Background: an optimization exercise with open tools, aiming at small area and a short achievable clock period. Do not read the settings as production practice. At most, simulation tests tie the RTL to the original design; equivalence was not proved. No functional check of the RTL was part of run 1.

==> flow/design.v (outline; a module is shown in full before it is edited, if it fits) <==
// module order_book_poc: 32 lines
// module hw_feature_engine: 2045 lines
// module fpga_inference_engine: 7 lines
// module fpga_trading_core: 57 lines
module fpga_trading_core (
    input  wire        clk,
    input  wire        rst_n,
    input  wire        market_data_valid,
    input  wire [31:0] market_data_price,
    input  wire [31:0] market_data_size,
    input  wire [1:0]  market_data_type,  
    output reg         send_order,
    output wire [31:0] best_bid_price,
    output wire [31:0] best_bid_size,
    output wire [31:0] best_ask_price,
    output wire [31:0] best_ask_size,
    output wire [15:0] book_imbalance_fixed,
    output wire [7:0]  trade_intensity,
    output wire        ai_prediction
);
  // ...
==> flow/flow/run.sh <==
#!/bin/bash
# The standard layout (bash standard.sh), with these settings passed to its make:
#  - the port buffers are buf_1 cells;
#  - clock tree: clkbuf_4 cells, sink clusters of up to 10 flip-flops, no dummy loads.
# The make output goes to standard_flow.log; each tool's log is under orfs/logs/.
set -euo pipefail
MARGIN=254
bash standard.sh \
  "BUFFER_PORTS_ARGS=-buffer_cell sky130_fd_sc_hd__buf_1" \
  SETUP_SLACK_MARGIN=$MARGIN \
  "CTS_ARGS=-sink_clustering_enable -repair_clock_nets -buf_list sky130_fd_sc_hd__clkbuf_4 -sink_clustering_size 10 -sink_clustering_max_diameter 40 -dont_use_dummy_load" \
  finish > standard_flow.log 2>&1
==> flow/standard.sh <==
#!/bin/bash
# synth_recipe.tcl (not shown) runs the flow's synth.tcl, then flattens the netlist and writes it again
# the make line also repeats each setting of config.mk as NAME=value (left out here)
make -C /OpenROAD-flow-scripts/flow DESIGN_CONFIG=/design/flow/config.mk WORK_HOME=/design/flow/orfs CLKGATE_MAP_FILE= SYNTH_SCRIPT=/design/flow/synth_recipe.tcl "${@:-finish}"
==> flow/config.mk <==
export PLATFORM = sky130hd
export DESIGN_NAME = fpga_trading_core
export DESIGN_NICKNAME = fpga_trading_core
export VERILOG_FILES = /design/flow/design.v
export SDC_FILE = /design/flow/constraint.sdc
export NUM_CORES = 4
export LEC_CHECK = 0
export CAP_MARGIN = 20
export CORE_MARGIN = 2
export CORE_UTILIZATION = 40
export SLEW_MARGIN = 20
export SYNTH_HIERARCHICAL = 1
==> flow/constraint.sdc <==
create_clock -name core_clock -period 320.0 [get_ports {clk}]
set_input_delay 64.0000 -clock core_clock [delete_from_list [all_inputs] [get_ports {clk}]]
set_output_delay 64.0000 -clock core_clock [all_outputs]
set_load 0.01 [all_outputs]
==> notes.md, run 1 <==
- Status: timing/DRC/antenna clean
- Worst skew pair latency: 0.86 ns
- WP data arrival: 2.46 ns
- GPL Wtd Cong: 0.886
- Met1 Usage GRT: 26.9%
- CTS sink cnt: 296
- Async SR Flop Fraction: 89.2%
- M2 GR Usage: 34.1%
- Max_slew headroom: 23.8%
- Starting density of the core: 40.3%
- # DRC: 0
- Mapped cell area: 0.0311 mm2
- Part of the Yosys area used for sequential elements: 23.4%
- Crit share post-route: 20.8%
- GRT busiest layer: met2
- Worst hold start: feature_engine.decay_timer[8]
- Worst r2r src: feature_engine.pend_book
- Critical-path top delay cell: nor4_4
- Final WL: 80.0 mm
- Global-route wire length before repair: 130 mm
- Finished Core Util: 44.4%
- # Taps: 1,040
- TNS Setup: 0 ns
- CP Launch Type: flip-flop
==> module fpga_trading_core, before the edit <==
module fpga_trading_core (
    input  wire        clk,
    input  wire        rst_n,
    input  wire        market_data_valid,
    input  wire [31:0] market_data_price,
    input  wire [31:0] market_data_size,
    input  wire [1:0]  market_data_type,  
    output reg         send_order,
    output wire [31:0] best_bid_price,
    output wire [31:0] best_bid_size,
    output wire [31:0] best_ask_price,
    output wire [31:0] best_ask_size,
    output wire [15:0] book_imbalance_fixed,
    output wire [7:0]  trade_intensity,
    output wire        ai_prediction
);
    wire [10:0] imb;
    order_book_poc order_book (
        .clk(clk), .rst_n(rst_n),
        .valid_in(market_data_valid && !market_data_type[1]),
        .price_in(market_data_price),
        .size_in(market_data_size),
        .side_in(market_data_type[0]),
        .best_bid_price(best_bid_price), .best_bid_size(best_bid_size),
        .best_ask_price(best_ask_price), .best_ask_size(best_ask_size)
    );
    hw_feature_engine feature_engine (
        .clk(clk), .rst_n(rst_n),
        .event_valid(market_data_valid),
        .event_size(market_data_size),
        .event_type(market_data_type),
        .book_imbalance(imb),
        .trade_intensity(trade_intensity)
    );
    assign book_imbalance_fixed = {5'd0, imb};
    fpga_inference_engine inference_engine (
        .book_imbalance(imb),
        .trade_intensity(trade_intensity),
        .prediction(ai_prediction)
    );
    wire [31:0] spread;
    wire [32:0] sc;
    assign sc[0] = 1'b1;
    genvar i;
    generate
        for (i = 0; i < 32; i = i + 1) begin : sub
            wire bn = ~best_bid_price[i];
            assign spread[i] = best_ask_price[i] ^ bn ^ sc[i];
            assign sc[i+1]   = (best_ask_price[i] & bn) | (sc[i] & (best_ask_price[i] ^ bn));
        end
    endgenerate
    wire spread_wide = |spread[31:3] | (spread[2] & spread[1]);
    always @(posedge clk or negedge rst_n) begin
        if (!rst_n) send_order <= 1'b0;
        else        send_order <= spread_wide & ai_prediction;
    end
endmodule
==> run 2: changes to the inputs <==
--- a/flow/design.v
+++ b/flow/design.v
@@ -62,32 +62,32 @@
         if (!rst_n) begin
             pend_bid  <= 1'b0;
             pend_book <= 1'b0;
         end else begin
             pend_bid  <= event_valid && (event_type == 2'b00);
             pend_book <= event_valid && !event_type[1];
         end
     end
-    reg  [47:0] tot_vol;     
+    reg  [47:0] tot_n;       
     reg         ask_zero;    
     reg         tot_zero;    
     wire [31:0] add_b = pend_size & {32{pend_bid}};
-    wire [31:0] add_t = pend_size & {32{pend_book}};
-    wire [47:0] tot_cur;    
+    wire [31:0] add_tn = ~(pend_size & {32{pend_book}});
+    wire [47:0] tot_n_cur;  
     wire pend_nz  = |pend_size;
     wire ask_zero_cur = ask_zero & ~(pend_book & ~pend_bid & pend_nz);
     wire tot_zero_cur = tot_zero & ~(pend_book & pend_nz);
     always @(posedge clk or negedge rst_n) begin
         if (!rst_n) begin
-            tot_vol  <= 48'd0;
+            tot_n    <= {48{1'b1}};
             ask_zero <= 1'b1;
             tot_zero <= 1'b1;
         end else begin
-            tot_vol  <= tot_cur;
+            tot_n    <= tot_n_cur;
             ask_zero <= ask_zero_cur;
             tot_zero <= tot_zero_cur;
         end
     end
     reg  [47:0] bid_s;      
     reg  [5:0] bid_k;      
     wire [47:0] bid_s_cur;
     wire [5:0] bid_k_cur;
@@ -200,220 +200,185 @@
         if (!rst_n) begin
             bid_s <= 48'd0;
             bid_k <= 6'd0;
         end else begin
             bid_s <= bid_s_cur;
             bid_k <= bid_k_cur;
         end
     end
-    wire [47:0] at_y = {16'd0, add_t};
-    wire [48:0] at_c;
-    assign at_c[0] = 1'b0;
-    assign tot_cur[0] = tot_vol[0] ^ at_y[0] ^ at_c[0];
-    assign at_c[1] = (tot_vol[0] & at_y[0]) | (at_c[0] & (tot_vol[0] ^ at_y[0]));
-    assign tot_cur[1] = tot_vol[1] ^ at_y[1] ^ at_c[1];
-    assign at_c[2] = (tot_vol[1] & at_y[1]) | (at_c[1] & (tot_vol[1] ^ at_y[1]));
-    assign tot_cur[2] = tot_vol[2] ^ at_y[2] ^ at_c[2];
-    assign at_c[3] = (tot_vol[2] & at_y[2]) | (at_c[2] & (tot_vol[2] ^ at_y[2]));
-    assign tot_cur[3] = tot_vol[3] ^ at_y[3] ^ at_c[3];
-    assign at_c[4] = (tot_vol[3] & at_y[3]) | (at_c[3] & (tot_vol[3] ^ at_y[3]));
-    assign tot_cur[4] = tot_vol[4] ^ at_y[4] ^ at_c[4];
-    assign at_c[5] = (tot_vol[4] & at_y[4]) | (at_c[4] & (tot_vol[4] ^ at_y[4]));
-    assign tot_cur[5] = tot_vol[5] ^ at_y[5] ^ at_c[5];
-    assign at_c[6] = (tot_vol[5] & at_y[5]) | (at_c[5] & (tot_vol[5] ^ at_y[5]));
-    assign tot_cur[6] = tot_vol[6] ^ at_y[6] ^ at_c[6];
-    assign at_c[7] = (tot_vol[6] & at_y[6]) | (at_c[6] & (tot_vol[6] ^ at_y[6]));
-    assign tot_cur[7] = tot_vol[7] ^ at_y[7] ^ at_c[7];
-    assign at_c[8] = (tot_vol[7] & at_y[7]) | (at_c[7] & (tot_vol[7] ^ at_y[7]));
+    wire [31:0] at_lo = tot_n[31:0];
+    wire [32:0] at_c;
+    assign at_c[0] = 1'b1;
+    assign tot_n_cur[0] = at_lo[0] ^ add_tn[0] ^ at_c[0];
+    assign at_c[1] = (at_lo[0] & add_tn[0]) | (at_c[0] & (at_lo[0] ^ add_tn[0]));
+    assign tot_n_cur[1] = at_lo[1] ^ add_tn[1] ^ at_c[1];
+    assign at_c[2] = (at_lo[1] & add_tn[1]) | (at_c[1] & (at_lo[1] ^ add_tn[1]));
+    assign tot_n_cur[2] = at_lo[2] ^ add_tn[2] ^ at_c[2];
+    assign at_c[3] = (at_lo[2] & add_tn[2]) | (at_c[2] & (at_lo[2] ^ add_tn[2]));
+    assign tot_n_cur[3] = at_lo[3] ^ add_tn[3] ^ at_c[3];
+    assign at_c[4] = (at_lo[3] & add_tn[3]) | (at_c[3] & (at_lo[3] ^ add_tn[3]));
+    assign tot_n_cur[4] = at_lo[4] ^ add_tn[4] ^ at_c[4];
+    assign at_c[5] = (at_lo[4] & add_tn[4]) | (at_c[4] & (at_lo[4] ^ add_tn[4]));
+    assign tot_n_cur[5] = at_lo[5] ^ add_tn[5] ^ at_c[5];
+    assign at_c[6] = (at_lo[5] & add_tn[5]) | (at_c[5] & (at_lo[5] ^ add_tn[5]));
+    assign tot_n_cur[6] = at_lo[6] ^ add_tn[6] ^ at_c[6];
+    assign at_c[7] = (at_lo[6] & add_tn[6]) | (at_c[6] & (at_lo[6] ^ add_tn[6]));
+    assign tot_n_cur[7] = at_lo[7] ^ add_tn[7] ^ at_c[7];
+    assign at_c[8] = (at_lo[7] & add_tn[7]) | (at_c[7] & (at_lo[7] ^ add_tn[7]));
     wire [16:8] at_k8, at_a8;
     wire [15:8] at_s8;
     assign at_k8[8] = 1'b0;
     assign at_a8[8] = 1'b1;
-    assign at_s8[8] = tot_vol[8] ^ at_y[8];
-    assign at_k8[9] = tot_vol[8] & at_y[8];
+    assign at_s8[8] = at_lo[8] ^ add_tn[8];
+    assign at_k8[9] = at_lo[8] & add_tn[8];
     assign at_a8[9] = at_a8[8] & at_s8[8];
-    assign tot_cur[8] = at_s8[8] ^ (at_c[8] & at_a8[8]);
-    assign at_s8[9] = tot_vol[9] ^ at_y[9] ^ at_k8[9];
-    assign at_k8[10] = (tot_vol[9] & at_y[9]) | (at_k8[9] & (tot_vol[9] ^ at_y[9]));
+    assign tot_n_cur[8] = at_s8[8] ^ (at_c[8] & at_a8[8]);
+    assign at_s8[9] = at_lo[9] ^ add_tn[9] ^ at_k8[9];
+    assign at_k8[10] = (at_lo[9] & add_tn[9]) | (at_k8[9] & (at_lo[9] ^ add_tn[9]));
     assign at_a8[10] = at_a8[9] & at_s8[9];
-    assign tot_cur[9] = at_s8[9] ^ (at_c[8] & at_a8[9]);
-    assign at_s8[10] = tot_vol[10] ^ at_y[10] ^ at_k8[10];
-    assign at_k8[11] = (tot_vol[10] & at_y[10]) | (at_k8[10] & (tot_vol[10] ^ at_y[10]));
+    assign tot_n_cur[9] = at_s8[9] ^ (at_c[8] & at_a8[9]);
+    assign at_s8[10] = at_lo[10] ^ add_tn[10] ^ at_k8[10];
+    assign at_k8[11] = (at_lo[10] & add_tn[10]) | (at_k8[10] & (at_lo[10] ^ add_tn[10]));
     assign at_a8[11] = at_a8[10] & at_s8[10];
-    assign tot_cur[10] = at_s8[10] ^ (at_c[8] & at_a8[10]);
-    assign at_s8[11] = tot_vol[11] ^ at_y[11] ^ at_k8[11];
-    assign at_k8[12] = (tot_vol[11] & at_y[11]) | (at_k8[11] & (tot_vol[11] ^ at_y[11]));
+    assign tot_n_cur[10] = at_s8[10] ^ (at_c[8] & at_a8[10]);
+    assign at_s8[11] = at_lo[11] ^ add_tn[11] ^ at_k8[11];
+    assign at_k8[12] = (at_lo[11] & add_tn[11]) | (at_k8[11] & (at_lo[11] ^ add_tn[11]));
     assign at_a8[12] = at_a8[11] & at_s8[11];
-    assign tot_cur[11] = at_s8[11] ^ (at_c[8] & at_a8[11]);
-    assign at_s8[12] = tot_vol[12] ^ at_y[12] ^ at_k8[12];
-    assign at_k8[13] = (tot_vol[12] & at_y[12]) | (at_k8[12] & (tot_vol[12] ^ at_y[12]));
+    assign tot_n_cur[11] = at_s8[11] ^ (at_c[8] & at_a8[11]);
+    assign at_s8[12] = at_lo[12] ^ add_tn[12] ^ at_k8[12];
+    assign at_k8[13] = (at_lo[12] & add_tn[12]) | (at_k8[12] & (at_lo[12] ^ add_tn[12]));
     assign at_a8[13] = at_a8[12] & at_s8[12];
-    assign tot_cur[12] = at_s8[12] ^ (at_c[8] & at_a8[12]);
-    assign at_s8[13] = tot_vol[13] ^ at_y[13] ^ at_k8[13];
-    assign at_k8[14] = (tot_vol[13] & at_y[13]) | (at_k8[13] & (tot_vol[13] ^ at_y[13]));
+    assign tot_n_cur[12] = at_s8[12] ^ (at_c[8] & at_a8[12]);
+    assign at_s8[13] = at_lo[13] ^ add_tn[13] ^ at_k8[13];
+    assign at_k8[14] = (at_lo[13] & add_tn[13]) | (at_k8[13] & (at_lo[13] ^ add_tn[13]));
     assign at_a8[14] = at_a8[13] & at_s8[13];
-    assign tot_cur[13] = at_s8[13] ^ (at_c[8] & at_a8[13]);
-    assign at_s8[14] = tot_vol[14] ^ at_y[14] ^ at_k8[14];
-    assign at_k8[15] = (tot_vol[14] & at_y[14]) | (at_k8[14] & (tot_vol[14] ^ at_y[14]));
+    assign tot_n_cur[13] = at_s8[13] ^ (at_c[8] & at_a8[13]);
+    assign at_s8[14] = at_lo[14] ^ add_tn[14] ^ at_k8[14];
+    assign at_k8[15] = (at_lo[14] & add_tn[14]) | (at_k8[14] & (at_lo[14] ^ add_tn[14]));
     assign at_a8[15] = at_a8[14] & at_s8[14];
-    assign tot_cur[14] = at_s8[14] ^ (at_c[8] & at_a8[14]);
-    assign at_s8[15] = tot_vol[15] ^ at_y[15] ^ at_k8[15];
-    assign at_k8[16] = (tot_vol[15] & at_y[15]) | (at_k8[15] & (tot_vol[15] ^ at_y[15]));
+    assign tot_n_cur[14] = at_s8[14] ^ (at_c[8] & at_a8[14]);
+    assign at_s8[15] = at_lo[15] ^ add_tn[15] ^ at_k8[15];
+    assign at_k8[16] = (at_lo[15] & add_tn[15]) | (at_k8[15] & (at_lo[15] ^ add_tn[15]));
     assign at_a8[16] = at_a8[15] & at_s8[15];
-    assign tot_cur[15] = at_s8[15] ^ (at_c[8] & at_a8[15]);
+    assign tot_n_cur[15] = at_s8[15] ^ (at_c[8] & at_a8[15]);
     assign at_c[16] = at_k8[16] | (at_c[8] & at_a8[16]);
     wire [24:16] at_k16, at_a16;
     wire [23:16] at_s16;
     assign at_k16[16] = 1'b0;
     assign at_a16[16] = 1'b1;
-    assign at_s16[16] = tot_vol[16] ^ at_y[16];
-    assign at_k16[17] = tot_vol[16] & at_y[16];
+    assign at_s16[16] = at_lo[16] ^ add_tn[16];
+    assign at_k16[17] = at_lo[16] & add_tn[16];
     assign at_a16[17] = at_a16[16] & at_s16[16];
-    assign tot_cur[16] = at_s16[16] ^ (at_c[16] & at_a16[16]);
-    assign at_s16[17] = tot_vol[17] ^ at_y[17] ^ at_k16[17];
-    assign at_k16[18] = (tot_vol[17] & at_y[17]) | (at_k16[17] & (tot_vol[17] ^ at_y[17]));
+    assign tot_n_cur[16] = at_s16[16] ^ (at_c[16] & at_a16[16]);
+    assign at_s16[17] = at_lo[17] ^ add_tn[17] ^ at_k16[17];
+    assign at_k16[18] = (at_lo[17] & add_tn[17]) | (at_k16[17] & (at_lo[17] ^ add_tn[17]));
     assign at_a16[18] = at_a16[17] & at_s16[17];
-    assign tot_cur[17] = at_s16[17] ^ (at_c[16] & at_a16[17]);
-    assign at_s16[18] = tot_vol[18] ^ at_y[18] ^ at_k16[18];
-    assign at_k16[19] = (tot_vol[18] & at_y[18]) | (at_k16[18] & (tot_vol[18] ^ at_y[18]));
+    assign tot_n_cur[17] = at_s16[17] ^ (at_c[16] & at_a16[17]);
+    assign at_s16[18] = at_lo[18] ^ add_tn[18] ^ at_k16[18];
+    assign at_k16[19] = (at_lo[18] & add_tn[18]) | (at_k16[18] & (at_lo[18] ^ add_tn[18]));
     assign at_a16[19] = at_a16[18] & at_s16[18];
-    assign tot_cur[18] = at_s16[18] ^ (at_c[16] & at_a16[18]);
-    assign at_s16[19] = tot_vol[19] ^ at_y[19] ^ at_k16[19];
-    assign at_k16[20] = (tot_vol[19] & at_y[19]) | (at_k16[19] & (tot_vol[19] ^ at_y[19]));
+    assign tot_n_cur[18] = at_s16[18] ^ (at_c[16] & at_a16[18]);
+    assign at_s16[19] = at_lo[19] ^ add_tn[19] ^ at_k16[19];
+    assign at_k16[20] = (at_lo[19] & add_tn[19]) | (at_k16[19] & (at_lo[19] ^ add_tn[19]));
     assign at_a16[20] = at_a16[19] & at_s16[19];
-    assign tot_cur[19] = at_s16[19] ^ (at_c[16] & at_a16[19]);
-    assign at_s16[20] = tot_vol[20] ^ at_y[20] ^ at_k16[20];
-    assign at_k16[21] = (tot_vol[20] & at_y[20]) | (at_k16[20] & (tot_vol[20] ^ at_y[20]));
+    assign tot_n_cur[19] = at_s16[19] ^ (at_c[16] & at_a16[19]);
+    assign at_s16[20] = at_lo[20] ^ add_tn[20] ^ at_k16[20];
+    assign at_k16[21] = (at_lo[20] & add_tn[20]) | (at_k16[20] & (at_lo[20] ^ add_tn[20]));
     assign at_a16[21] = at_a16[20] & at_s16[20];
-    assign tot_cur[20] = at_s16[20] ^ (at_c[16] & at_a16[20]);
-    assign at_s16[21] = tot_vol[21] ^ at_y[21] ^ at_k16[21];
-    assign at_k16[22] = (tot_vol[21] & at_y[21]) | (at_k16[21] & (tot_vol[21] ^ at_y[21]));
+    assign tot_n_cur[20] = at_s16[20] ^ (at_c[16] & at_a16[20]);
+    assign at_s16[21] = at_lo[21] ^ add_tn[21] ^ at_k16[21];
+    assign at_k16[22] = (at_lo[21] & add_tn[21]) | (at_k16[21] & (at_lo[21] ^ add_tn[21]));
     assign at_a16[22] = at_a16[21] & at_s16[21];
-    assign tot_cur[21] = at_s16[21] ^ (at_c[16] & at_a16[21]);
-    assign at_s16[22] = tot_vol[22] ^ at_y[22] ^ at_k16[22];
-    assign at_k16[23] = (tot_vol[22] & at_y[22]) | (at_k16[22] & (tot_vol[22] ^ at_y[22]));
+    assign tot_n_cur[21] = at_s16[21] ^ (at_c[16] & at_a16[21]);
+    assign at_s16[22] = at_lo[22] ^ add_tn[22] ^ at_k16[22];
+    assign at_k16[23] = (at_lo[22] & add_tn[22]) | (at_k16[22] & (at_lo[22] ^ add_tn[22]));
     assign at_a16[23] = at_a16[22] & at_s16[22];
-    assign tot_cur[22] = at_s16[22] ^ (at_c[16] & at_a16[22]);
-    assign at_s16[23] = tot_vol[23] ^ at_y[23] ^ at_k16[23];
-    assign at_k16[24] = (tot_vol[23] & at_y[23]) | (at_k16[23] & (tot_vol[23] ^ at_y[23]));
+    assign tot_n_cur[22] = at_s16[22] ^ (at_c[16] & at_a16[22]);
+    assign at_s16[23] = at_lo[23] ^ add_tn[23] ^ at_k16[23];
+    assign at_k16[24] = (at_lo[23] & add_tn[23]) | (at_k16[23] & (at_lo[23] ^ add_tn[23]));
     assign at_a16[24] = at_a16[23] & at_s16[23];
-    assign tot_cur[23] = at_s16[23] ^ (at_c[16] & at_a16[23]);
+    assign tot_n_cur[23] = at_s16[23] ^ (at_c[16] & at_a16[23]);
     assign at_c[24] = at_k16[24] | (at_c[16] & at_a16[24]);
     wire [32:24] at_k24, at_a24;
     wire [31:24] at_s24;
     assign at_k24[24] = 1'b0;
     assign at_a24[24] = 1'b1;
-    assign at_s24[24] = tot_vol[24] ^ at_y[24];
-    assign at_k24[25] = tot_vol[24] & at_y[24];
+    assign at_s24[24] = at_lo[24] ^ add_tn[24];
+    assign at_k24[25] = at_lo[24] & add_tn[24];
     assign at_a24[25] = at_a24[24] & at_s24[24];
-    assign tot_cur[24] = at_s24[24] ^ (at_c[24] & at_a24[24]);
-    assign at_s24[25] = tot_vol[25] ^ at_y[25] ^ at_k24[25];
-    assign at_k24[26] = (tot_vol[25] & at_y[25]) | (at_k24[25] & (tot_vol[25] ^ at_y[25]));
+    assign tot_n_cur[24] = at_s24[24] ^ (at_c[24] & at_a24[24]);
+    assign at_s24[25] = at_lo[25] ^ add_tn[25] ^ at_k24[25];
+    assign at_k24[26] = (at_lo[25] & add_tn[25]) | (at_k24[25] & (at_lo[25] ^ add_tn[25]));
     assign at_a24[26] = at_a24[25] & at_s24[25];
-    assign tot_cur[25] = at_s24[25] ^ (at_c[24] & at_a24[25]);
-    assign at_s24[26] = tot_vol[26] ^ at_y[26] ^ at_k24[26];
-    assign at_k24[27] = (tot_vol[26] & at_y[26]) | (at_k24[26] & (tot_vol[26] ^ at_y[26]));
+    assign tot_n_cur[25] = at_s24[25] ^ (at_c[24] & at_a24[25]);
+    assign at_s24[26] = at_lo[26] ^ add_tn[26] ^ at_k24[26];
+    assign at_k24[27] = (at_lo[26] & add_tn[26]) | (at_k24[26] & (at_lo[26] ^ add_tn[26]));
     assign at_a24[27] = at_a24[26] & at_s24[26];
-    assign tot_cur[26] = at_s24[26] ^ (at_c[24] & at_a24[26]);
-    assign at_s24[27] = tot_vol[27] ^ at_y[27] ^ at_k24[27];
-    assign at_k24[28] = (tot_vol[27] & at_y[27]) | (at_k24[27] & (tot_vol[27] ^ at_y[27]));
+    assign tot_n_cur[26] = at_s24[26] ^ (at_c[24] & at_a24[26]);
+    assign at_s24[27] = at_lo[27] ^ add_tn[27] ^ at_k24[27];
+    assign at_k24[28] = (at_lo[27] & add_tn[27]) | (at_k24[27] & (at_lo[27] ^ add_tn[27]));
     assign at_a24[28] = at_a24[27] & at_s24[27];
-    assign tot_cur[27] = at_s24[27] ^ (at_c[24] & at_a24[27]);
-    assign at_s24[28] = tot_vol[28] ^ at_y[28] ^ at_k24[28];
-    assign at_k24[29] = (tot_vol[28] & at_y[28]) | (at_k24[28] & (tot_vol[28] ^ at_y[28]));
+    assign tot_n_cur[27] = at_s24[27] ^ (at_c[24] & at_a24[27]);
+    assign at_s24[28] = at_lo[28] ^ add_tn[28] ^ at_k24[28];
+    assign at_k24[29] = (at_lo[28] & add_tn[28]) | (at_k24[28] & (at_lo[28] ^ add_tn[28]));
     assign at_a24[29] = at_a24[28] & at_s24[28];
-    assign tot_cur[28] = at_s24[28] ^ (at_c[24] & at_a24[28]);
-    assign at_s24[29] = tot_vol[29] ^ at_y[29] ^ at_k24[29];
-    assign at_k24[30] = (tot_vol[29] & at_y[29]) | (at_k24[29] & (tot_vol[29] ^ at_y[29]));
+    assign tot_n_cur[28] = at_s24[28] ^ (at_c[24] & at_a24[28]);
+    assign at_s24[29] = at_lo[29] ^ add_tn[29] ^ at_k24[29];
+    assign at_k24[30] = (at_lo[29] & add_tn[29]) | (at_k24[29] & (at_lo[29] ^ add_tn[29]));
     assign at_a24[30] = at_a24[29] & at_s24[29];
-    assign tot_cur[29] = at_s24[29] ^ (at_c[24] & at_a24[29]);
-    assign at_s24[30] = tot_vol[30] ^ at_y[30] ^ at_k24[30];
-    assign at_k24[31] = (tot_vol[30] & at_y[30]) | (at_k24[30] & (tot_vol[30] ^ at_y[30]));
+    assign tot_n_cur[29] = at_s24[29] ^ (at_c[24] & at_a24[29]);
+    assign at_s24[30] = at_lo[30] ^ add_tn[30] ^ at_k24[30];
+    assign at_k24[31] = (at_lo[30] & add_tn[30]) | (at_k24[30] & (at_lo[30] ^ add_tn[30]));
     assign at_a24[31] = at_a24[30] & at_s24[30];
-    assign tot_cur[30] = at_s24[30] ^ (at_c[24] & at_a24[30]);
-    assign at_s24[31] = tot_vol[31] ^ at_y[31] ^ at_k24[31];
-    assign at_k24[32] = (tot_vol[31] & at_y[31]) | (at_k24[31] & (tot_vol[31] ^ at_y[31]));
+    assign tot_n_cur[30] = at_s24[30] ^ (at_c[24] & at_a24[30]);
+    assign at_s24[31] = at_lo[31] ^ add_tn[31] ^ at_k24[31];
+    assign at_k24[32] = (at_lo[31] & add_tn[31]) | (at_k24[31] & (at_lo[31] ^ add_tn[31]));
     assign at_a24[32] = at_a24[31] & at_s24[31];
-    assign tot_cur[31] = at_s24[31] ^ (at_c[24] & at_a24[31]);
+    assign tot_n_cur[31] = at_s24[31] ^ (at_c[24] & at_a24[31]);
     assign at_c[32] = at_k24[32] | (at_c[24] & at_a24[32]);
-    wire [48:32] at_k32, at_a32;
-    wire [47:32] at_s32;
-    assign at_k32[32] = 1'b0;
-    assign at_a32[32] = 1'b1;
-    assign at_s32[32] = tot_vol[32] ^ at_y[32];
-    assign at_k32[33] = tot_vol[32] & at_y[32];
-    assign at_a32[33] = at_a32[32] & at_s32[32];
-    assign tot_cur[32] = at_s32[32] ^ (at_c[32] & at_a32[32]);
-    assign at_s32[33] = tot_vol[33] ^ at_y[33] ^ at_k32[33];
-    assign at_k32[34] = (tot_vol[33] & at_y[33]) | (at_k32[33] & (tot_vol[33] ^ at_y[33]));
-    assign at_a32[34] = at_a32[33] & at_s32[33];
-    assign tot_cur[33] = at_s32[33] ^ (at_c[32] & at_a32[33]);
-    assign at_s32[34] = tot_vol[34] ^ at_y[34] ^ at_k32[34];
-    assign at_k32[35] = (tot_vol[34] & at_y[34]) | (at_k32[34] & (tot_vol[34] ^ at_y[34]));
-    assign at_a32[35] = at_a32[34] & at_s32[34];
-    assign tot_cur[34] = at_s32[34] ^ (at_c[32] & at_a32[34]);
-    assign at_s32[35] = tot_vol[35] ^ at_y[35] ^ at_k32[35];
-    assign at_k32[36] = (tot_vol[35] & at_y[35]) | (at_k32[35] & (tot_vol[35] ^ at_y[35]));
-    assign at_a32[36] = at_a32[35] & at_s32[35];
-    assign tot_cur[35] = at_s32[35] ^ (at_c[32] & at_a32[35]);
-    assign at_s32[36] = tot_vol[36] ^ at_y[36] ^ at_k32[36];
-    assign at_k32[37] = (tot_vol[36] & at_y[36]) | (at_k32[36] & (tot_vol[36] ^ at_y[36]));
-    assign at_a32[37] = at_a32[36] & at_s32[36];
-    assign tot_cur[36] = at_s32[36] ^ (at_c[32] & at_a32[36]);
-    assign at_s32[37] = tot_vol[37] ^ at_y[37] ^ at_k32[37];
-    assign at_k32[38] = (tot_vol[37] & at_y[37]) | (at_k32[37] & (tot_vol[37] ^ at_y[37]));
-    assign at_a32[38] = at_a32[37] & at_s32[37];
-    assign tot_cur[37] = at_s32[37] ^ (at_c[32] & at_a32[37]);
-    assign at_s32[38] = tot_vol[38] ^ at_y[38] ^ at_k32[38];
-    assign at_k32[39] = (tot_vol[38] & at_y[38]) | (at_k32[38] & (tot_vol[38] ^ at_y[38]));
-    assign at_a32[39] = at_a32[38] & at_s32[38];
-    assign tot_cur[38] = at_s32[38] ^ (at_c[32] & at_a32[38]);
-    assign at_s32[39] = tot_vol[39] ^ at_y[39] ^ at_k32[39];
-    assign at_k32[40] = (tot_vol[39] & at_y[39]) | (at_k32[39] & (tot_vol[39] ^ at_y[39]));
-    assign at_a32[40] = at_a32[39] & at_s32[39];
-    assign tot_cur[39] = at_s32[39] ^ (at_c[32] & at_a32[39]);
-    assign at_s32[40] = tot_vol[40] ^ at_y[40] ^ at_k32[40];
-    assign at_k32[41] = (tot_vol[40] & at_y[40]) | (at_k32[40] & (tot_vol[40] ^ at_y[40]));
-    assign at_a32[41] = at_a32[40] & at_s32[40];
-    assign tot_cur[40] = at_s32[40] ^ (at_c[32] & at_a32[40]);
-    assign at_s32[41] = tot_vol[41] ^ at_y[41] ^ at_k32[41];
-    assign at_k32[42] = (tot_vol[41] & at_y[41]) | (at_k32[41] & (tot_vol[41] ^ at_y[41]));
-    assign at_a32[42] = at_a32[41] & at_s32[41];
-    assign tot_cur[41] = at_s32[41] ^ (at_c[32] & at_a32[41]);
-    assign at_s32[42] = tot_vol[42] ^ at_y[42] ^ at_k32[42];
-    assign at_k32[43] = (tot_vol[42] & at_y[42]) | (at_k32[42] & (tot_vol[42] ^ at_y[42]));
-    assign at_a32[43] = at_a32[42] & at_s32[42];
-    assign tot_cur[42] = at_s32[42] ^ (at_c[32] & at_a32[42]);
-    assign at_s32[43] = tot_vol[43] ^ at_y[43] ^ at_k32[43];
-    assign at_k32[44] = (tot_vol[43] & at_y[43]) | (at_k32[43] & (tot_vol[43] ^ at_y[43]));
-    assign at_a32[44] = at_a32[43] & at_s32[43];
-    assign tot_cur[43] = at_s32[43] ^ (at_c[32] & at_a32[43]);
-    assign at_s32[44] = tot_vol[44] ^ at_y[44] ^ at_k32[44];
-    assign at_k32[45] = (tot_vol[44] & at_y[44]) | (at_k32[44] & (tot_vol[44] ^ at_y[44]));
-    assign at_a32[45] = at_a32[44] & at_s32[44];
-    assign tot_cur[44] = at_s32[44] ^ (at_c[32] & at_a32[44]);
-    assign at_s32[45] = tot_vol[45] ^ at_y[45] ^ at_k32[45];
-    assign at_k32[46] = (tot_vol[45] & at_y[45]) | (at_k32[45] & (tot_vol[45] ^ at_y[45]));
-    assign at_a32[46] = at_a32[45] & at_s32[45];
-    assign tot_cur[45] = at_s32[45] ^ (at_c[32] & at_a32[45]);
-    assign at_s32[46] = tot_vol[46] ^ at_y[46] ^ at_k32[46];
-    assign at_k32[47] = (tot_vol[46] & at_y[46]) | (at_k32[46] & (tot_vol[46] ^ at_y[46]));
-    assign at_a32[47] = at_a32[46] & at_s32[46];
-    assign tot_cur[46] = at_s32[46] ^ (at_c[32] & at_a32[46]);
-    assign at_s32[47] = tot_vol[47] ^ at_y[47] ^ at_k32[47];
-    assign at_k32[48] = (tot_vol[47] & at_y[47]) | (at_k32[47] & (tot_vol[47] ^ at_y[47]));
-    assign at_a32[48] = at_a32[47] & at_s32[47];
-    assign tot_cur[47] = at_s32[47] ^ (at_c[32] & at_a32[47]);
-    assign at_c[48] = at_k32[48] | (at_c[32] & at_a32[48]);
+    wire [48:32] at_b;    
+    assign at_b[32] = ~at_c[32];
+    assign tot_n_cur[32] = tot_n[32] ^ at_b[32];
+    assign at_b[33] = at_b[32] & ~tot_n[32];
+    assign tot_n_cur[33] = tot_n[33] ^ at_b[33];
+    assign at_b[34] = at_b[33] & ~tot_n[33];
+    assign tot_n_cur[34] = tot_n[34] ^ at_b[34];
+    assign at_b[35] = at_b[34] & ~tot_n[34];
+    assign tot_n_cur[35] = tot_n[35] ^ at_b[35];
+    assign at_b[36] = at_b[35] & ~tot_n[35];
+    assign tot_n_cur[36] = tot_n[36] ^ at_b[36];
+    assign at_b[37] = at_b[36] & ~tot_n[36];
+    assign tot_n_cur[37] = tot_n[37] ^ at_b[37];
+    assign at_b[38] = at_b[37] & ~tot_n[37];
+    assign tot_n_cur[38] = tot_n[38] ^ at_b[38];
+    assign at_b[39] = at_b[38] & ~tot_n[38];
+    assign tot_n_cur[39] = tot_n[39] ^ at_b[39];
+    assign at_b[40] = at_b[39] & ~tot_n[39];
+    assign tot_n_cur[40] = tot_n[40] ^ at_b[40];
+    assign at_b[41] = at_b[40] & ~tot_n[40];
+    assign tot_n_cur[41] = tot_n[41] ^ at_b[41];
+    assign at_b[42] = at_b[41] & ~tot_n[41];
+    assign tot_n_cur[42] = tot_n[42] ^ at_b[42];
+    assign at_b[43] = at_b[42] & ~tot_n[42];
+    assign tot_n_cur[43] = tot_n[43] ^ at_b[43];
+    assign at_b[44] = at_b[43] & ~tot_n[43];
+    assign tot_n_cur[44] = tot_n[44] ^ at_b[44];
+    assign at_b[45] = at_b[44] & ~tot_n[44];
+    assign tot_n_cur[45] = tot_n[45] ^ at_b[45];
+    assign at_b[46] = at_b[45] & ~tot_n[45];
+    assign tot_n_cur[46] = tot_n[46] ^ at_b[46];
+    assign at_b[47] = at_b[46] & ~tot_n[46];
+    assign tot_n_cur[47] = tot_n[47] ^ at_b[47];
+    assign at_b[48] = at_b[47] & ~tot_n[47];
     wire [9:0] quo;
     wire [47:0] dv_s0 = bid_s_cur;
     wire dv_sub0 = 1'b1;    
     wire [48:0] d0_x = {dv_s0, 1'b0};
-    wire [48:0] d0_y = {1'b0, tot_cur} ^ {49{dv_sub0}};    
+    wire [48:0] d0_y = {1'b1, tot_n_cur} ^ {49{~dv_sub0}};    
     wire [48:0] d0_s;
     wire [48:0] d0_c;     
     assign d0_c[0] = dv_sub0;
     assign d0_s[0] = d0_x[0] ^ d0_y[0] ^ d0_c[0];
     assign d0_c[1] = (d0_x[0] & d0_y[0]) | (d0_c[0] & (d0_x[0] ^ d0_y[0]));
     assign d0_s[1] = d0_x[1] ^ d0_y[1] ^ d0_c[1];
     assign d0_c[2] = (d0_x[1] & d0_y[1]) | (d0_c[1] & (d0_x[1] ^ d0_y[1]));
     assign d0_s[2] = d0_x[2] ^ d0_y[2] ^ d0_c[2];
@@ -568,17 +533,17 @@
     wire d0_c2_8 = d0_k_7 & d0_u_7;
     wire d0_t1 = &d0_s[47:43];
     wire d0_t2 = &d0_s[47:44];
     wire d0_sign = d0_s[48] ^ ((d0_c1_8 & d0_t1) | (d0_c2_8 & d0_t2));
     wire d0_q = ~d0_sign;
     wire [47:0] dv_s1 = d0_s[47:0];
     wire dv_sub1 = d0_q;
     wire [48:0] d1_x = {dv_s1, 1'b0};
-    wire [48:0] d1_y = {1'b0, tot_cur} ^ {49{dv_sub1}};    
+    wire [48:0] d1_y = {1'b1, tot_n_cur} ^ {49{~dv_sub1}};    
     wire [48:0] d1_s;
     wire [48:0] d1_c;     
     assign d1_c[0] = dv_sub1;
     assign d1_s[0] = d1_x[0] ^ d1_y[0] ^ d1_c[0];
     assign d1_c[1] = (d1_x[0] & d1_y[0]) | (d1_c[0] & (d1_x[0] ^ d1_y[0]));
     assign d1_s[1] = d1_x[1] ^ d1_y[1] ^ d1_c[1];
     assign d1_c[2] = (d1_x[1] & d1_y[1]) | (d1_c[1] & (d1_x[1] ^ d1_y[1]));
     assign d1_s[2] = d1_x[2] ^ d1_y[2] ^ d1_c[2];
@@ -733,17 +698,17 @@
     wire d1_c2_8 = d1_k_7 & d1_u_7;
     wire d1_t1 = &d1_s[47:44];
     wire d1_t2 = &d1_s[47:45];
     wire d1_sign = d1_s[48] ^ ((d1_c1_8 & d1_t1) | (d1_c2_8 & d1_t2));
     wire d1_q = ~d1_sign;
     wire [47:0] dv_s2 = d1_s[47:0];
     wire dv_sub2 = d1_q;
     wire [48:0] d2_x = {dv_s2, 1'b0};
-    wire [48:0] d2_y = {1'b0, tot_cur} ^ {49{dv_sub2}};    
+    wire [48:0] d2_y = {1'b1, tot_n_cur} ^ {49{~dv_sub2}};    
     wire [48:0] d2_s;
     wire [48:0] d2_c;     
     assign d2_c[0] = dv_sub2;
     assign d2_s[0] = d2_x[0] ^ d2_y[0] ^ d2_c[0];
     assign d2_c[1] = (d2_x[0] & d2_y[0]) | (d2_c[0] & (d2_x[0] ^ d2_y[0]));
     assign d2_s[1] = d2_x[1] ^ d2_y[1] ^ d2_c[1];
     assign d2_c[2] = (d2_x[1] & d2_y[1]) | (d2_c[1] & (d2_x[1] ^ d2_y[1]));
     assign d2_s[2] = d2_x[2] ^ d2_y[2] ^ d2_c[2];
@@ -898,17 +863,17 @@
     wire d2_c2_8 = d2_k_7 & d2_u_7;
     wire d2_t1 = &d2_s[47:45];
     wire d2_t2 = &d2_s[47:46];
     wire d2_sign = d2_s[48] ^ ((d2_c1_8 & d2_t1) | (d2_c2_8 & d2_t2));
     wire d2_q = ~d2_sign;
     wire [47:0] dv_s3 = d2_s[47:0];
     wire dv_sub3 = d2_q;
     wire [48:0] d3_x = {dv_s3, 1'b0};
-    wire [48:0] d3_y = {1'b0, tot_cur} ^ {49{dv_sub3}};    
+    wire [48:0] d3_y = {1'b1, tot_n_cur} ^ {49{~dv_sub3}};    
     wire [48:0] d3_s;
     wire [48:0] d3_c;     
     assign d3_c[0] = dv_sub3;
     assign d3_s[0] = d3_x[0] ^ d3_y[0] ^ d3_c[0];
     assign d3_c[1] = (d3_x[0] & d3_y[0]) | (d3_c[0] & (d3_x[0] ^ d3_y[0]));
     assign d3_s[1] = d3_x[1] ^ d3_y[1] ^ d3_c[1];
     assign d3_c[2] = (d3_x[1] & d3_y[1]) | (d3_c[1] & (d3_x[1] ^ d3_y[1]));
     assign d3_s[2] = d3_x[2] ^ d3_y[2] ^ d3_c[2];
@@ -1063,17 +1028,17 @@
     wire d3_c2_8 = d3_k_7 & d3_u_7;
     wire d3_t1 = &d3_s[47:46];
     wire d3_t2 = &d3_s[47:47];
     wire d3_sign = d3_s[48] ^ ((d3_c1_8 & d3_t1) | (d3_c2_8 & d3_t2));
     wire d3_q = ~d3_sign;
     wire [47:0] dv_s4 = d3_s[47:0];
     wire dv_sub4 = d3_q;
     wire [48:0] d4_x = {dv_s4, 1'b0};
-    wire [48:0] d4_y = {1'b0, tot_cur} ^ {49{dv_sub4}};    
+    wire [48:0] d4_y = {1'b1, tot_n_cur} ^ {49{~dv_sub4}};    
     wire [48:0] d4_s;
     wire [48:0] d4_c;     
     assign d4_c[0] = dv_sub4;
     assign d4_s[0] = d4_x[0] ^ d4_y[0] ^ d4_c[0];
     assign d4_c[1] = (d4_x[0] & d4_y[0]) | (d4_c[0] & (d4_x[0] ^ d4_y[0]));
     assign d4_s[1] = d4_x[1] ^ d4_y[1] ^ d4_c[1];
     assign d4_c[2] = (d4_x[1] & d4_y[1]) | (d4_c[1] & (d4_x[1] ^ d4_y[1]));
     assign d4_s[2] = d4_x[2] ^ d4_y[2] ^ d4_c[2];
@@ -1228,17 +1193,17 @@
     wire d4_c2_8 = d4_k_7 & d4_u_7;
     wire d4_t1 = &d4_s[47:47];
     wire d4_t2 = 1'b1;
     wire d4_sign = d4_s[48] ^ ((d4_c1_8 & d4_t1) | (d4_c2_8 & d4_t2));
     wire d4_q = ~d4_sign;
     wire [47:0] dv_s5 = d4_s[47:0];
     wire dv_sub5 = d4_q;
     wire [48:0] d5_x = {dv_s5, 1'b0};
-    wire [48:0] d5_y = {1'b0, tot_cur} ^ {49{dv_sub5}};    
+    wire [48:0] d5_y = {1'b1, tot_n_cur} ^ {49{~dv_sub5}};    
     wire [48:0] d5_s;
     wire [48:0] d5_c;     
     assign d5_c[0] = dv_sub5;
     assign d5_s[0] = d5_x[0] ^ d5_y[0] ^ d5_c[0];
     assign d5_c[1] = (d5_x[0] & d5_y[0]) | (d5_c[0] & (d5_x[0] ^ d5_y[0]));
     assign d5_s[1] = d5_x[1] ^ d5_y[1] ^ d5_c[1];
     assign d5_c[2] = (d5_x[1] & d5_y[1]) | (d5_c[1] & (d5_x[1] ^ d5_y[1]));
     assign d5_s[2] = d5_x[2] ^ d5_y[2] ^ d5_c[2];
@@ -1398,17 +1363,17 @@
     wire d5_u_8 = (d5_c1_8 & d5_p1_8) | (d5_c2_8 & d5_p2_8);
     wire d5_c1_9 = d5_k_8 | d5_u_8;
     wire d5_c2_9 = d5_k_8 & d5_u_8;
     wire d5_sign = d5_s[48] ^ (d5_c1_9 & ~d5_c2_9);
     wire d5_q = ~d5_sign;
     wire [47:0] dv_s6 = d5_s[47:0];
     wire dv_sub6 = d5_q;
     wire [48:0] d6_x = {dv_s6, 1'b0};
-    wire [48:0] d6_y = {1'b0, tot_cur} ^ {49{dv_sub6}};    
+    wire [48:0] d6_y = {1'b1, tot_n_cur} ^ {49{~dv_sub6}};    
     wire [48:0] d6_s;
     wire [48:0] d6_c;     
     assign d6_c[0] = dv_sub6;
     assign d6_s[0] = d6_x[0] ^ d6_y[0] ^ d6_c[0];
     assign d6_c[1] = (d6_x[0] & d6_y[0]) | (d6_c[0] & (d6_x[0] ^ d6_y[0]));
     assign d6_s[1] = d6_x[1] ^ d6_y[1] ^ d6_c[1];
     assign d6_c[2] = (d6_x[1] & d6_y[1]) | (d6_c[1] & (d6_x[1] ^ d6_y[1]));
     assign d6_s[2] = d6_x[2] ^ d6_y[2] ^ d6_c[2];
@@ -1563,17 +1528,17 @@
     wire d6_c2_8 = d6_k_7 & d6_u_7;
     wire d6_t1 = &d6_s[47:44];
     wire d6_t2 = &d6_s[47:45];
     wire d6_sign = d6_s[48] ^ ((d6_c1_8 & d6_t1) | (d6_c2_8 & d6_t2));
     wire d6_q = ~d6_sign;
     wire [47:0] dv_s7 = d6_s[47:0];
     wire dv_sub7 = d6_q;
     wire [48:0] d7_x = {dv_s7, 1'b0};
-    wire [48:0] d7_y = {1'b0, tot_cur} ^ {49{dv_sub7}};    
+    wire [48:0] d7_y = {1'b1, tot_n_cur} ^ {49{~dv_sub7}};    
     wire [48:0] d7_s;
     wire [48:0] d7_c;     
     assign d7_c[0] = dv_sub7;
     assign d7_s[0] = d7_x[0] ^ d7_y[0] ^ d7_c[0];
     assign d7_c[1] = (d7_x[0] & d7_y[0]) | (d7_c[0] & (d7_x[0] ^ d7_y[0]));
     assign d7_s[1] = d7_x[1] ^ d7_y[1] ^ d7_c[1];
     assign d7_c[2] = (d7_x[1] & d7_y[1]) | (d7_c[1] & (d7_x[1] ^ d7_y[1]));
     assign d7_s[2] = d7_x[2] ^ d7_y[2] ^ d7_c[2];
@@ -1728,17 +1693,17 @@
     wire d7_c2_8 = d7_k_7 & d7_u_7;
     wire d7_t1 = &d7_s[47:45];
     wire d7_t2 = &d7_s[47:46];
     wire d7_sign = d7_s[48] ^ ((d7_c1_8 & d7_t1) | (d7_c2_8 & d7_t2));
     wire d7_q = ~d7_sign;
     wire [47:0] dv_s8 = d7_s[47:0];
     wire dv_sub8 = d7_q;
     wire [48:0] d8_x = {dv_s8, 1'b0};
-    wire [48:0] d8_y = {1'b0, tot_cur} ^ {49{dv_sub8}};    
+    wire [48:0] d8_y = {1'b1, tot_n_cur} ^ {49{~dv_sub8}};    
     wire [48:0] d8_s;
     wire [48:0] d8_c;     
     assign d8_c[0] = dv_sub8;
     assign d8_s[0] = d8_x[0] ^ d8_y[0] ^ d8_c[0];
     assign d8_c[1] = (d8_x[0] & d8_y[0]) | (d8_c[0] & (d8_x[0] ^ d8_y[0]));
     assign d8_s[1] = d8_x[1] ^ d8_y[1] ^ d8_c[1];
     assign d8_c[2] = (d8_x[1] & d8_y[1]) | (d8_c[1] & (d8_x[1] ^ d8_y[1]));
     assign d8_s[2] = d8_x[2] ^ d8_y[2] ^ d8_c[2];
@@ -1893,17 +1858,17 @@
     wire d8_c2_8 = d8_k_7 & d8_u_7;
     wire d8_t1 = &d8_s[47:46];
     wire d8_t2 = &d8_s[47:47];
     wire d8_sign = d8_s[48] ^ ((d8_c1_8 & d8_t1) | (d8_c2_8 & d8_t2));
     wire d8_q = ~d8_sign;
     wire [47:0] dv_s9 = d8_s[47:0];
     wire dv_sub9 = d8_q;
     wire [48:0] d9_x = {dv_s9, 1'b0};
-    wire [48:0] d9_y = {1'b0, tot_cur} ^ {49{dv_sub9}};    
+    wire [48:0] d9_y = {1'b1, tot_n_cur} ^ {49{~dv_sub9}};    
     wire [48:0] d9_s;
     wire [48:0] d9_c;     
     assign d9_c[0] = dv_sub9;
     assign d9_s[0] = d9_x[0] ^ d9_y[0] ^ d9_c[0];
     assign d9_c[1] = (d9_x[0] & d9_y[0]) | (d9_c[0] & (d9_x[0] ^ d9_y[0]));
     assign d9_s[1] = d9_x[1] ^ d9_y[1] ^ d9_c[1];
     assign d9_c[2] = (d9_x[1] & d9_y[1]) | (d9_c[1] & (d9_x[1] ^ d9_y[1]));
     assign d9_s[2] = d9_x[2] ^ d9_y[2] ^ d9_c[2];
@@ -2125,17 +2090,17 @@
     wire [31:0] spread;
     wire [32:0] sc;
     assign sc[0] = 1'b1;
     genvar i;
     generate
         for (i = 0; i < 32; i = i + 1) begin : sub
             wire bn = ~best_bid_price[i];
             assign spread[i] = best_ask_price[i] ^ bn ^ sc[i];
-            assign sc[i+1]   = (best_ask_price[i] & bn) | (sc[i] & (best_ask_price[i] ^ bn));
+            assign sc[i+1]   = (best_ask_price[i] & bn) | (best_ask_price[i] & sc[i]) | (bn & sc[i]);
         end
     endgenerate
     wire spread_wide = |spread[31:3] | (spread[2] & spread[1]);
     always @(posedge clk or negedge rst_n) begin
         if (!rst_n) send_order <= 1'b0;
         else        send_order <= spread_wide & ai_prediction;
     end
 endmodule
==> flow/flow/run.sh (replaced) <==
#!/bin/bash
# The standard layout (bash standard.sh), with these settings passed to its make:
#  - the port buffers are buf_1 cells;
#  - clock tree: clkbuf_8 cells, sink clusters of up to 16 flip-flops, no dummy loads.
# The make output goes to standard_flow.log; each tool's log is under orfs/logs/.
set -euo pipefail
MARGIN=254
bash standard.sh \
  "BUFFER_PORTS_ARGS=-buffer_cell sky130_fd_sc_hd__buf_1" \
  SETUP_SLACK_MARGIN=$MARGIN \
  "CTS_ARGS=-sink_clustering_enable -repair_clock_nets -buf_list sky130_fd_sc_hd__clkbuf_8 -sink_clustering_size 16 -sink_clustering_max_diameter 50 -dont_use_dummy_load" \
  finish > standard_flow.log 2>&1
==> run 2 against run 1 <==
Compared with the run above:
- utilization is 0.73 points higher
- synthesized area shrank 1.0%
- wire length grew 4.3%
- non-clock buffer count rose by 2
- sequential cell count did not move
- sequential share of layout area is 0.14 points higher
- synthesized cell count fell by 3.0%
- cell count fell by 2.9%
- die area is 1.0% lower
- via count is 1.5% lower
- design area grew 0.14%
- critical endpoint unchanged
- highest routed layer is now met4
==> notes.md, run 2 <==
- Final Max Slew Viols: 0 (unchanged)
- Top flop regs: feature_engine.bid_s x48, feature_engine.tot_n x48 (was feature_engine.bid_s x48, feature_engine.tot_vol x48)
- Drt wl/cell: 21.7 um (was 20.2 um)
- Avg Cell Area, Syn: 11.9 um2 (was 11.6 um2)
- Setup Crit Path Kind: flip-flop to output port (unchanged)
- Post-synth top flop: dfrtp_1 (unchanged)
- Met3 Track Usage GR: 4.16% (was 4.40%)
- Final hold vios: 0 (unchanged)
- Worst setup endpoint: ai_prediction (unchanged)
- DP HPWL: 67.8 mm (was 66.5 mm)
- Die Wd: 282 um (was 283 um)
- Worst Path Max Fanout: 9 (was 6)
- WP data arrival: 2.03 ns (was 2.46 ns)
- Crit share post-route: 20.6% (was 20.8%)
- Starting density of the core: 40.5% (was 40.3%)
- FF-to-FF setup slack: 256.62 ns (was 256.41 ns)
- Part of the Yosys area used for sequential elements: 23.8% (was 23.4%)
- Largest area contributor in the netlist: fa_1 (unchanged)
- Clock root cell: clkbuf_8 (was clkbuf_4)
- Die Y: 282 um (was 283 um)
- Worst-path clk slew: 0.10 ns (about the same)
- Routed Antenna Nets: 0 (unchanged)
- Worst r2r src: feature_engine.pend_book (unchanged)
- Hold Slack: 0.342 ns (was 0.388 ns)
- Io pins: 223 (unchanged)
- Number of fill cells in the layout: 7,165 (was 7,254)
- Reg-to-Reg End: feature_engine.book_imbalance[0] (unchanged)
- TNS Setup: 0 ns (unchanged)
- Hold buffer count at cts: 0 (unchanged)
- CP Capture Type: output port (unchanged)
- First DRT Iteration DRCs: 1,021 (was 883)
- Async SR Flop Fraction: 89.2% (unchanged)
- Setup-failing EPs final: 0 (unchanged)
- Highest Clock Rate: 0.0151 GHz (was 0.0150 GHz)
- Ys Warns: 9 (unchanged)
- Share of cells above drive strength 1: 13.9% (was 12.0%)
- Worst setup path start: feature_engine.trade_intensity[2] (unchanged)
- Top-count cell post-synth: fa_1 (unchanged)
- All-Layer GR Usage: 21.3% (was 20.6%)
- Area contributors post-synth: fa_1 36%, dfrtp_1 15%, xnor2_1 12% (was fa_1 35%, dfrtp_1 18%, xnor2_1 11%)
- CTS tree: built (unchanged)
- Top-area cell type share of the netlist area: 35.9% (was 35.4%)
- Status: timing/DRC/antenna clean (unchanged)
- Synth Instances: 2,592 (was 2,673)
- CTS sink cnt: 296 (unchanged)
- Clock buffer count from CTS: 36 (was 56)
- Layout Skew: 0.107 ns (was 0.145 ns)
- Number of max-cap violations: 0 (unchanged)
- Mapped cell area: 0.0308 mm2 (was 0.0311 mm2)
- Synth top cells by count: 552 x fa_1, 407 x xnor2_1, 303 x inv_1 (was 551 x fa_1, 406 x xnor2_1, 329 x inv_1)
- Finished Core Util: 45.1% (was 44.4%)
- Worst-Margin Slew: 1.12 ns (was 1.13 ns)
- R2R depth: 202 (was 180)
- Row cnt: 101 (was 102)
- Max_slew headroom: 24.8% (was 23.8%)
- Largest net degree at the start of global routing: 72 (was 59)
- Via density: 5.22 (was 5.14)
- Vias in the first global route: 22,600 (was 23,300)
- Total grt overflow: 0 (unchanged)
- # DRC: 0 (unchanged)
- Distinct cells, synth: 80 (was 84)
- Initial antenna violation count: 1 (was 5)
- GRT busiest layer: met2 (unchanged)
- Met1 Usage GRT: 28.2% (was 26.9%)
- H-tree levels: 2 (unchanged)
- Worst Hold Class: flip-flop to flip-flop (unchanged)
- Layout area overhead: 11.3% (was 10.0%)
- Final nets: 3,554 (was 3,648)
- Most common cell after layout, fill and taps aside: fa_1 (unchanged)
- Final WL: 83.4 mm (was 80.0 mm)
- Pre-Repair DR Iteration Count: 6 (was 5)
- Clock buffer depth: 3 (unchanged)
- M2 GR Usage: 35.4% (was 34.1%)
- Buffers added on ports: 217 (unchanged)
- Die Area: 0.0793 mm2 (was 0.0801 mm2)
- Final Critical Period: 66.03 ns (was 66.46 ns)
- Routed vias: 20,100 (was 20,400)
- CP required: 256.00 ns (about the same)
- Global-route wire length before repair: 130 mm (about the same)
- Synthesized flop and latch total: 296 (unchanged)
- Worst skew pair latency: 0.64 ns (was 0.86 ns)
- CP Launch Type: flip-flop (unchanged)
- RSZ-0062 raised after global routing: yes (unchanged)
- Core Area: 0.0761 mm2 (was 0.0772 mm2)
- GPL Wtd Cong: 0.908 (was 0.886)
- Post-synth EDFFs: 0 (unchanged)
- Most frequent cells in the layout: 552 x fa_1, 397 x xnor2_1, 303 x inv_1, 212 x buf_1, 179 x dfrtp_1 (was 551 x fa_1, 404 x xnor2_1, 329 x inv_1, 225 x dfrtp_1, 215 x buf_1)
[run 2: cell types whose count changed after synthesis, sizes merged, moves of 9 or more]
cell | before | now
o22ai | 6 | 18
nor4 | 58 | 47
clkbuf | 33 | 56
xor2 | 81 | 69
clkinv | 13 | 2
dfstp | 34 | 82
inv | 337 | 311
nor2 | 79 | 55
buf | 59 | 44
nand2 | 116 | 101
dfrtp | 230 | 182
ha | 99 | 111
and3 | 2 | 11
[run 2: worst min path at each step]
stage,to,cells after the start,from
floorplan,feature_engine.decay_timer[9],1,feature_engine.decay_timer[8]
global placement,feature_engine.decay_timer[1],0,feature_engine.decay_timer[0]
detailed placement,feature_engine.decay_timer[1],0,feature_engine.decay_timer[0]
CTS,feature_engine.decay_timer[4],0,feature_engine.decay_timer[3]
global route,feature_engine.decay_timer[4],0,feature_engine.decay_timer[3]
finish,feature_engine.decay_timer[4],0,feature_engine.decay_timer[3]
[run 2: layout make-up]
class | instances | area (um2) | share of cell area (%)
flip-flops and latches | 296 | 7350 | 21.4
clock buffers | 36 | 495 | 1.44
inverters | 313 | 1170 | 3.43
diodes | 3 | 7.51 | 0.0219
repair buffers | 288 | 1570 | 4.57
well taps | 1030 | 1290 | 3.76
multi-input cells | 1887 | 22400 | 65.3
[run 2: critical path: stages, from the launching register on]
cell      delay, ns
dfrtp_2        0.47
o211a_1        0.27
nor4_4         0.25
buf_4          0.21
a211oi_4       0.05
buf_2          0.16
[run 2: timing repair]
action | 4_1_cts | 5_1_grt
buffers inserted | 5 | 24
pin swaps | 3 | 10
resized for setup | 16 | 43
endpoints found under the setup margin | 237 | 136
gates cloned | 1 | 5
[run 2: cell families (layout without fill, tap and decap cells)]
kind of cell | Yosys count | after routing | share of synthesized area [%]
compound gates | 198 | 198 | 4.49
other cells | 1 | 8 | 0.0122
flops | 296 | 296 | 23.8
mux | 131 | 131 | 4.78
xor+xnor | 479 | 479 | 13.7
buf+inv | 413 | 637 | 5.43
fa+ha+maj | 677 | 677 | 40.8
simple gates | 397 | 397 | 6.88
[run 2: per-stage QoR]
stage	setup slack (ns)	instances	cell area, um2
after floorplan	253.98	2596	31200
after global placement	252.28	3778	33200
after detailed placement	252.71	3779	33200
after CTS	253.95	3821	33800
after global routing	253.86	3853	34300
final	253.97	3853	34300
[run 2: per-layer routing]
layer,part of all wire [%],wire [um]
met1,43,35500
met2,48,40000
met3,5.9,4950
met4,3.5,2930
met5,0,0
[run 2: per-module statistics from Yosys (local to each module, per instance)]
module	cells	flip-flops and latches	area [um2]
fpga_trading_core	86	1	902
order_book_poc	497	128	6450
fpga_inference_engine	11	0	88.8
hw_feature_engine	1998	167	23400
==> run 3: changes to the inputs <==
--- a/flow/flow/run.sh
+++ b/flow/flow/run.sh
@@ -4,7 +4,7 @@
 #  - clock tree: clkbuf_8 cells, sink clusters of up to 16 flip-flops, no dummy loads.
 # The make output goes to standard_flow.log; each tool's log is under orfs/logs/.
 set -euo pipefail
-MARGIN=254
+MARGIN=252.8
 bash standard.sh \
   "BUFFER_PORTS_ARGS=-buffer_cell sky130_fd_sc_hd__buf_1" \
   SETUP_SLACK_MARGIN=$MARGIN \
==> run 3 against run 2 <==
Compared with the run above:
- global-route usage is 0.44 points lower
- clock-buffer cell count is 5 higher
- synthesized area stayed put
- cell count is 0.65% lower
- sequential cell count stayed put
- utilization is 0.94 points lower
- fmax is 1.5% lower
- die area stayed put
- highest routed layer is now met5
==> notes.md, run 3 <==
- Clock buffer count from CTS: 41 (was 36)
- Hold buffer count at cts: 0 (unchanged)
- R2R depth: 203 (was 202)
- Clock buffer depth: 3 (unchanged)
- CP required: 320.45 ns (was 256.00 ns)
- Distinct cells, synth: 80 (unchanged)
- Number of max-cap violations: 0 (unchanged)
- CP Launch Type: primary input (was flip-flop)
- RSZ-0062 raised after global routing: no (was yes)
- Largest area contributor in the netlist: fa_1 (unchanged)
- Post-synth EDFFs: 0 (unchanged)
- Layout Skew: 0.154 ns (was 0.107 ns)
- Final nets: 3,531 (was 3,554)
- Setup-failing EPs final: 0 (unchanged)
- Top-count cell post-synth: fa_1 (unchanged)
- Top flop regs: feature_engine.bid_s x48, feature_engine.tot_n x48 (unchanged)
- Routed Antenna Nets: 0 (unchanged)
- Worst skew pair latency: 0.67 ns (was 0.64 ns)
- Setup Crit Path Kind: primary input to flip-flop (was flip-flop to output port)
- Die Y: 282 um (unchanged)
- Reg-to-Reg End: feature_engine.book_imbalance[0] (unchanged)
- DP HPWL: 66.6 mm (was 67.8 mm)
- Io pins: 223 (unchanged)
- Largest net degree at the start of global routing: 171 (was 72)
- CTS tree: built (unchanged)
- Worst r2r src: feature_engine.pend_book (unchanged)
- Final Critical Period: 67.05 ns (was 66.03 ns)
- FF-to-FF setup slack: 255.64 ns (was 256.62 ns)
- Vias in the first global route: 22,500 (was 22,600)
- Die Wd: 282 um (unchanged)
- Finished Core Util: 44.1% (was 45.1%)
- CTS sink cnt: 296 (unchanged)
- Worst Path Max Fanout: 42 (was 9)
- All-Layer GR Usage: 20.9% (was 21.3%)
- Part of the Yosys area used for sequential elements: 23.8% (unchanged)
- Via density: 5.15 (was 5.22)
- Worst setup endpoint: order_book.best_ask_size[2] (was ai_prediction)
- Most common cell after layout, fill and taps aside: fa_1 (unchanged)
- First DRT Iteration DRCs: 898 (was 1,021)
- Final Max Slew Viols: 0 (unchanged)
- Worst setup path start: market_data_price[29] (was feature_engine.trade_intensity[2])
- Drt wl/cell: 20.9 um (was 21.7 um)
- Layout area overhead: 8.98% (was 11.3%)
- TNS Setup: 0 ns (unchanged)
- CP Capture Type: flip-flop (was output port)
- Most frequent cells in the layout: 552 x fa_1, 400 x xnor2_1, 303 x inv_1, 216 x buf_1, 182 x dfrtp_1 (was 552 x fa_1, 397 x xnor2_1, 303 x inv_1, 212 x buf_1, 179 x dfrtp_1)
- Row cnt: 101 (unchanged)
- Synth top cells by count: 552 x fa_1, 407 x xnor2_1, 303 x inv_1 (unchanged)
- Final hold vios: 0 (unchanged)
- Async SR Flop Fraction: 89.2% (unchanged)
- Worst-Margin Slew: 1.10 ns (was 1.12 ns)
- Avg Cell Area, Syn: 11.9 um2 (unchanged)
- GPL Wtd Cong: 0.916 (was 0.908)
- Max_slew headroom: 26.7% (was 24.8%)
- Crit share post-route: 21.0% (was 20.6%)
- WP data arrival: 67.50 ns (was 2.03 ns)
- Highest Clock Rate: 0.0149 GHz (was 0.0151 GHz)
- Share of cells above drive strength 1: 11.8% (was 13.9%)
- Status: timing/DRC/antenna clean (unchanged)
- Die Area: 0.0793 mm2 (unchanged)
- Global-route wire length before repair: 129 mm (was 130 mm)
- Initial antenna violation count: 3 (was 1)
- Synthesized flop and latch total: 296 (unchanged)
- Mapped cell area: 0.0308 mm2 (unchanged)
- Final WL: 80.0 mm (was 83.4 mm)
- Total grt overflow: 0 (unchanged)
- Area contributors post-synth: fa_1 36%, dfrtp_1 15%, xnor2_1 12% (unchanged)
- Top-area cell type share of the netlist area: 35.9% (unchanged)
- Hold Slack: 0.367 ns (was 0.342 ns)
- Buffers added on ports: 217 (unchanged)
- Core Area: 0.0761 mm2 (unchanged)
- Worst Hold Class: flip-flop to flip-flop (unchanged)
- # DRC: 0 (unchanged)
- Routed vias: 19,700 (was 20,100)
- Ys Warns: 9 (unchanged)
- Pre-Repair DR Iteration Count: 5 (was 6)
- Worst-path clk slew: 0.09 ns (was 0.10 ns)
- Clock root cell: clkbuf_8 (unchanged)
- Synth Instances: 2,592 (unchanged)
- Post-synth top flop: dfrtp_1 (unchanged)
- Starting density of the core: 40.5% (unchanged)
- H-tree levels: 2 (unchanged)
run 3: repair_timing:
action / 4_1_cts / 5_1_grt
buffers inserted: 0 / 12
endpoints found under the setup margin: 0 / 1
resized for setup: 0 / 13
run 3: metrics by stage:
| stage | setup WS [ns] | instance area, um2 | cells |
|---|---|---|---|
| after floorplan | 253.75 | 30800 | 2596 |
| after global placement | 252.33 | 32800 | 3773 |
| after detailed placement | 252.32 | 32800 | 3773 |
| after CTS | 252.92 | 33400 | 3814 |
| after global routing | 252.79 | 33600 | 3828 |
| final | 252.95 | 33600 | 3828 |
run 3: how the worst min path moves through the flow:
stage | startpoint | end | slack [ns] | depth (start not counted)
final | feature_engine.decay_timer[2] | feature_engine.decay_timer[3] | 0.37 | 0
after floorplan | feature_engine.decay_timer[8] | feature_engine.decay_timer[9] | 0.43 | 1
after global routing | feature_engine.decay_timer[2] | feature_engine.decay_timer[3] | 0.37 | 0
after detailed placement | feature_engine.decay_timer[3] | feature_engine.decay_timer[4] | 0.37 | 0
after global placement | feature_engine.decay_timer[8] | feature_engine.decay_timer[9] | 0.36 | 0
after CTS | feature_engine.decay_timer[2] | feature_engine.decay_timer[3] | 0.36 | 0
run 3: area by class of cell:
cell class / instances / area (um2)
Antenna cell: 1 / 2.50
Clock buffer: 41 / 564
Fill cell: 7187 / 42500
Inverter: 313 / 1170
Multi-Input combinational cell: 1887 / 22000
Sequential cell: 296 / 7350
Tap cell: 1030 / 1290
Timing Repair Buffer: 260 / 1200
run 3: cell families (layout without fill, tap and decap cells):
kind of cell	Yosys count	in the layout	share of synthesized area, %
fa+ha+maj	677	677	40.8
other cells	1	6	0.0122
simple gates	397	397	6.88
compound gates	198	198	4.49
flops	296	296	23.8
xor+xnor	479	479	13.7
buf+inv	413	614	5.43
mux	131	131	4.78
run 3: per-module statistics from Yosys, one instance, submodules excluded:
module,flops+latches,cells inside
order_book_poc,128,497
hw_feature_engine,167,1998
fpga_trading_core,1,86
fpga_inference_engine,0,11
run 3: worst max-delay path, cell delays in order:
cell      delay, ns
buf_1          0.22
ha_1           0.30
a21o_1         0.19
a21o_1         0.17
a211oi_1       0.30
o221ai_1       0.37
a21oi_4        0.80
buf_4          0.66
mux2_2         0.40
run 3: per-layer routing:
layer,up-vias,track usage (%),part of all wire (%),routed length (um)
li1,8757,-,-,-
met1,10400,27.0,42,33800
met2,474,35.7,49,39400
met3,120,4.30,5.8,4670
met4,4,5.62,2.6,2100
met5,-,0,0.021,17

-- separate check: timing with driven ports --
In the flow no input, the clock included, has a driving cell. The finished layouts below were timed again as built, in two steps.
Step 1, drivers: a clkbuf_16 drives clk and a buf_2 each remaining input, both assumed.
Step 2, shift: input delay + t, output delay - t, t = (earliest + latest rising clock arrival at the registers) / 2. This alone moves slack from input paths to output paths.
a / b / c = ideal ports / drivers / drivers and shift; a / b = the first two.
| run | shift t [ns] | setup WS [ns] | clock arrival spread, ns | slew at the worst register clock pin (ns) |
|---|---|---|---|---|
| run 1 | 0.853 | 253.542 / 253.481 / 253.259 | 0.146 / 0.147 | 0.11 / 0.11 |
| run 2 | 0.647 | 253.969 / 253.905 / 253.434 | 0.107 / 0.107 | 0.10 / 0.10 |
| run 3 | 0.654 | 252.953 / 252.982 / 252.327 | 0.156 / 0.155 | 0.10 / 0.10 |
After both steps setup and hold are still met in every run listed. For run 3, which loses most, drivers alone change the setup slack by +0.029 ns; drivers and shift together by -0.626 ns.
